Background: an optimization exercise with open tools, aiming at small area, a short achievable clock period and few clock cycles. Do not read the settings as production practice.
Power and IR drop assume default switching activity.

## run a
==> flow/design.v <==
module mips_div(
    input         div_clk,
    input         resetn,
    input         div_signed,
    input         div,
    input  [31:0] x,
    input  [31:0] y,
    output [31:0] s,       
    output [31:0] r,       
    output        complete
);
    localparam ST_IDLE = 2'd0, ST_LZ = 2'd1, ST_DEC = 2'd2, ST_IT = 2'd3;
    reg [1:0]  st;
    reg        complete_r;
    reg [32:0] rem;      
    reg [31:0] dv;       
    reg [31:0] q;
    reg [4:0]  cnt;
    reg [4:0]  lzx;
    reg [5:0]  lzy;
    reg        xn, sub, ci;
    reg        first;    
    wire sx     = div_signed & x[31];
    wire sy     = div_signed & y[31];
    wire sub_in = ~(sx ^ sy);
    wire sneg   = ~sub;
    wire dec_in = sx & ~sy;
    wire ci_in  = sub_in | dec_in;             
    wire [30:0] ux = x[30:0] ^ x[31:1];
    wire [30:0] uy = y[30:0] ^ y[31:1];
    wire [4:0]  lx, ly;
    wire        ynz;
    lzc32 u_lzx(.v({1'b0, ux[30:1], 1'b1}), .z(lx), .nz());
    lzc32 u_lzy(.v({1'b0, uy[30:0]}), .z(ly), .nz(ynz));
    wire [6:0] kd = {1'b0, lzy} - {2'b0, lzx};
    wire [4:0] k  = kd[6] ? 5'd0 : kd[4:0];
    wire       kz1 = sub & (k == 5'd0);
    wire [31:0] dsh = (dv << k) | ({32{ci}} & ~({32{1'b1}} << k));
    wire [32:0] b    = {~xn, dv};
    wire [33:0] sum  = {rem, 1'b1} + {b, ci};              
    wire [32:0] t    = sum[33:1];
    wire        pall = &(rem ^ b);                         
    wire        acc  = xn ? (t[32] | pall) : ~t[32];
    wire        last = (cnt == 5'd0);
    always @(posedge div_clk) begin
        if (!resetn) begin
            st         <= ST_IDLE;
            complete_r <= 1'b0;
        end else begin
            complete_r <= 1'b0;
            case (st)
            ST_IDLE: if (div) st <= dec_in ? ST_DEC : ST_LZ;
            ST_DEC:  st <= div ? ST_LZ : ST_IDLE;
            ST_LZ: begin
                if (!div) st <= ST_IDLE;
                else if (!acc || kz1) begin
                    st         <= ST_IDLE;
                    complete_r <= 1'b1;
                end else st <= ST_IT;
            end
            default: begin
                if (!div) st <= ST_IDLE;
                else if (last) begin
                    st         <= ST_IDLE;
                    complete_r <= 1'b1;
                end
            end
            endcase
        end
    end
    always @(posedge div_clk) begin
        xn  <= sx;
        sub <= sub_in;
        ci  <= ci_in;
        lzx <= (x[31] & ~div_signed) ? 5'd0 : lx;
        lzy <= (y[31] & ~div_signed) ? 6'd0 : (ynz ? {1'b0, ly} : 6'd32);
        cnt <= (st == ST_LZ) ? k : cnt - 5'd1;
        first <= (st == ST_LZ);
        if (st == ST_IT) q <= {(first ? {31{sneg}} : q[30:0]), acc ^ sneg};
        else             q <= {31'd0, (st == ST_LZ) & kz1 & acc};
        case (st)
        ST_IDLE: dv <= dec_in ? 32'hfffffffe : y ^ {32{sub_in}};
        ST_DEC:  dv <= t[31:0];                   
        ST_LZ:   dv <= dsh;
        default: dv <= {~xn, dv[31:1]};
        endcase
        if (st == ST_IDLE)
            rem <= dec_in ? {1'b0, y} : {sx, x};
        else if (st == ST_DEC)
            rem <= {sx, x};
        else if (acc && (st == ST_IT || (st == ST_LZ && (sneg || kz1))))
            rem <= t;
    end
    assign complete = complete_r;
    assign s = q;
    assign r = rem[31:0];
endmodule
module lzc32(
    input  [31:0] v,
    output [4:0]  z,
    output        nz
);
    wire [15:0] a1, z1;
    wire [7:0]  a2;
    wire [15:0] z2;
    wire [3:0]  a3;
    wire [11:0] z3;
    wire [1:0]  a4;
    wire [7:0]  z4;
    genvar i;
    generate
        for (i = 0; i < 16; i = i + 1) begin : l1
            assign a1[i] = v[2*i+1] | v[2*i];
            assign z1[i] = ~v[2*i+1];
        end
        for (i = 0; i < 8; i = i + 1) begin : l2
            assign a2[i] = a1[2*i+1] | a1[2*i];
            assign z2[2*i+1:2*i] = a1[2*i+1] ? {1'b0, z1[2*i+1]} : {1'b1, z1[2*i]};
        end
        for (i = 0; i < 4; i = i + 1) begin : l3
            assign a3[i] = a2[2*i+1] | a2[2*i];
            assign z3[3*i+2:3*i] = a2[2*i+1] ? {1'b0, z2[4*i+3:4*i+2]} : {1'b1, z2[4*i+1:4*i]};
        end
        for (i = 0; i < 2; i = i + 1) begin : l4
            assign a4[i] = a3[2*i+1] | a3[2*i];
            assign z4[4*i+3:4*i] = a3[2*i+1] ? {1'b0, z3[6*i+5:6*i+3]} : {1'b1, z3[6*i+2:6*i]};
        end
    endgenerate
    assign z  = a4[1] ? {1'b0, z4[7:4]} : {1'b1, z4[3:0]};
    assign nz = a4[1] | a4[0];
endmodule
Settings: LEC_CHECK=0, CAP_MARGIN=20, CORE_MARGIN=2, CORE_UTILIZATION=40, SETUP_SLACK_MARGIN=5, SLEW_MARGIN=20, TNS_END_PERCENT=0; clock period 8.0 ns.
standard.sh (not shown) runs the stock make flow with config.mk's settings and CLKGATE_MAP_FILE= SYNTH_SCRIPT=/design/flow/synth_recipe.tcl, a recipe that flattens the netlist after the stock synthesis.
==> flow/flow/run.sh <==
#!/bin/bash
# The standard layout (standard.sh, unchanged synthesis), except that:
#  - the port buffers are plain buf_2 cells instead of the default delay-buffer cell;
#  - clock tree synthesis uses clkbuf_4/clkbuf_8 and no dummy loads.
set -euo pipefail
bash standard.sh \
  BUFFER_PORTS_ARGS="-buffer_cell sky130_fd_sc_hd__buf_2" \
  CTS_ARGS="-sink_clustering_enable -repair_clock_nets -buf_list {sky130_fd_sc_hd__clkbuf_4 sky130_fd_sc_hd__clkbuf_8} -dont_use_dummy_load" \
  finish > make_finish.log 2>&1
### run a -> run b
--- a/flow/design.v
+++ b/flow/design.v
@@ -7,89 +7,99 @@
     input  [31:0] y,
     output [31:0] s,       
     output [31:0] r,       
     output        complete
 );
-    localparam ST_IDLE = 2'd0, ST_LZ = 2'd1, ST_DEC = 2'd2, ST_IT = 2'd3;
+    localparam ST_IDLE = 2'd0, ST_LZ = 2'd1, ST_FIX = 2'd2, ST_IT = 2'd3;
     reg [1:0]  st;
     reg        complete_r;
     reg [32:0] rem;      
     reg [31:0] dv;       
     reg [31:0] q;
     reg [4:0]  cnt;
     reg [4:0]  lzx;
     reg [5:0]  lzy;
-    reg        xn, sub, ci;
+    reg        xn, yn, sub;
     reg        first;    
+    reg        zfix;     
+    reg        fromlz;   
     wire sx     = div_signed & x[31];
     wire sy     = div_signed & y[31];
     wire sub_in = ~(sx ^ sy);
     wire sneg   = ~sub;
-    wire dec_in = sx & ~sy;
-    wire ci_in  = sub_in | dec_in;             
     wire [30:0] ux = x[30:0] ^ x[31:1];
     wire [30:0] uy = y[30:0] ^ y[31:1];
     wire [4:0]  lx, ly;
     wire        ynz;
     lzc32 u_lzx(.v({1'b0, ux[30:1], 1'b1}), .z(lx), .nz());
     lzc32 u_lzy(.v({1'b0, uy[30:0]}), .z(ly), .nz(ynz));
     wire [6:0] kd = {1'b0, lzy} - {2'b0, lzx};
     wire [4:0] k  = kd[6] ? 5'd0 : kd[4:0];
-    wire       kz1 = sub & (k == 5'd0);
-    wire [31:0] dsh = (dv << k) | ({32{ci}} & ~({32{1'b1}} << k));
+    wire       kz1 = sub & (lzy <= {1'b0, lzx});           
+    wire [31:0] dsh = (dv << k) | ({32{sub}} & ~({32{1'b1}} << k));
     wire [32:0] b    = {~xn, dv};
-    wire [33:0] sum  = {rem, 1'b1} + {b, ci};              
+    wire [33:0] sum  = {rem, 1'b1} + {b, sub};             
     wire [32:0] t    = sum[33:1];
-    wire        pall = &(rem ^ b);                         
-    wire        acc  = xn ? (t[32] | pall) : ~t[32];
+    wire        zt   = xn & ~|t;                           
+    wire        acc  = (xn ? t[32] : ~t[32]) & ~zfix;
     wire        last = (cnt == 5'd0);
     always @(posedge div_clk) begin
         if (!resetn) begin
             st         <= ST_IDLE;
             complete_r <= 1'b0;
         end else begin
             complete_r <= 1'b0;
             case (st)
-            ST_IDLE: if (div) st <= dec_in ? ST_DEC : ST_LZ;
-            ST_DEC:  st <= div ? ST_LZ : ST_IDLE;
+            ST_IDLE: if (div) st <= ST_LZ;
             ST_LZ: begin
                 if (!div) st <= ST_IDLE;
+                else if (zt) st <= ST_FIX;
                 else if (!acc || kz1) begin
                     st         <= ST_IDLE;
                     complete_r <= 1'b1;
                 end else st <= ST_IT;
             end
+            ST_FIX: begin
+                st         <= ST_IDLE;
+                complete_r <= div;
+            end
             default: begin
                 if (!div) st <= ST_IDLE;
+                else if (last && zt && !zfix) st <= ST_FIX;
                 else if (last) begin
                     st         <= ST_IDLE;
                     complete_r <= 1'b1;
                 end
             end
             endcase
         end
     end
     always @(posedge div_clk) begin
         xn  <= sx;
+        yn  <= sy;
         sub <= sub_in;
-        ci  <= ci_in;
         lzx <= (x[31] & ~div_signed) ? 5'd0 : lx;
         lzy <= (y[31] & ~div_signed) ? 6'd0 : (ynz ? {1'b0, ly} : 6'd32);
         cnt <= (st == ST_LZ) ? k : cnt - 5'd1;
-        first <= (st == ST_LZ);
-        if (st == ST_IT) q <= {(first ? {31{sneg}} : q[30:0]), acc ^ sneg};
-        else             q <= {31'd0, (st == ST_LZ) & kz1 & acc};
+        first  <= (st == ST_LZ);
+        zfix   <= (st == ST_IT) & zt & ~zfix & ~last;
+        fromlz <= (st == ST_LZ);
         case (st)
-        ST_IDLE: dv <= dec_in ? 32'hfffffffe : y ^ {32{sub_in}};
-        ST_DEC:  dv <= t[31:0];                   
+        ST_IT:   q <= {(first ? {31{sneg}} : {q[30:1], q[0] ^ zfix}), acc ^ sneg};
+        ST_FIX:  q <= fromlz ? {{31{sneg}}, 1'b1} : {q[31:1], ~q[0]};
+        ST_LZ:   q <= {31'd0, kz1 & acc};
+        default: q <= 32'd0;
+        endcase
+        case (st)
+        ST_IDLE: dv <= y ^ {32{sub_in}};
         ST_LZ:   dv <= dsh;
         default: dv <= {~xn, dv[31:1]};
         endcase
         if (st == ST_IDLE)
-            rem <= dec_in ? {1'b0, y} : {sx, x};
-        else if (st == ST_DEC)
             rem <= {sx, x};
+        else if (st == ST_FIX || zfix)
+            rem <= 33'd0;
         else if (acc && (st == ST_IT || (st == ST_LZ && (sneg || kz1))))
             rem <= t;
     end
     assign complete = complete_r;
     assign s = q;
==> comparison <==
- Summary: with run a as the reference, synthesized cell count in run b moved down by more than 10%.
- Cmp run b and run a / non-clock buffer count / higher: run a
- [compare] base=run a new=run b: slew of the pin with the lowest slew margin lost 0.12 ns; buffers inserted during post-CTS setup optimization lost 1; critical path depth picked up an extra 1.
- The power of run b is lower than that of run a.
- In run b, the placement row count came out 2 below the value in run a.
- Row xor and xnor fraction of the mapped netlist area: run b higher / run a lower
- Going from run a to run b, setup slack now smaller, fraction of layout instances using a drive strength above 1 now smaller, global-route wire length before repair now smaller, vias after detailed routing now smaller.
No run of this note included a check of the RTL's function; only the layout flow was run.

-- re-timing with driven ports --
The results above use ideal ports. As a check the final layouts listed here were re-extracted and re-timed, cells and wires unchanged. Step 1 assumes that a clkbuf_16 drives the clock port and a buf_2 every other input. Step 2 moves the port delays by t, midway between the first and last clock arrival at a register: inputs arrive t later, outputs are due t later. That takes back most of the time a late clock gives input paths. Slacks: ideal ports / drivers / drivers and shift; pairs: ideal ports / drivers.
run | shift t [ns] | setup slack, ns | worst setup path after step 2
run a | 0.498 | 4.767 / 4.767 / 4.336 | input to register
run b | 0.492 | 4.647 / 4.647 / 4.242 | input to register
After both steps every run listed still meets setup and hold. The setup slack of run a, which loses most, moves by 0.000 ns with the drivers and by -0.431 ns with both steps.
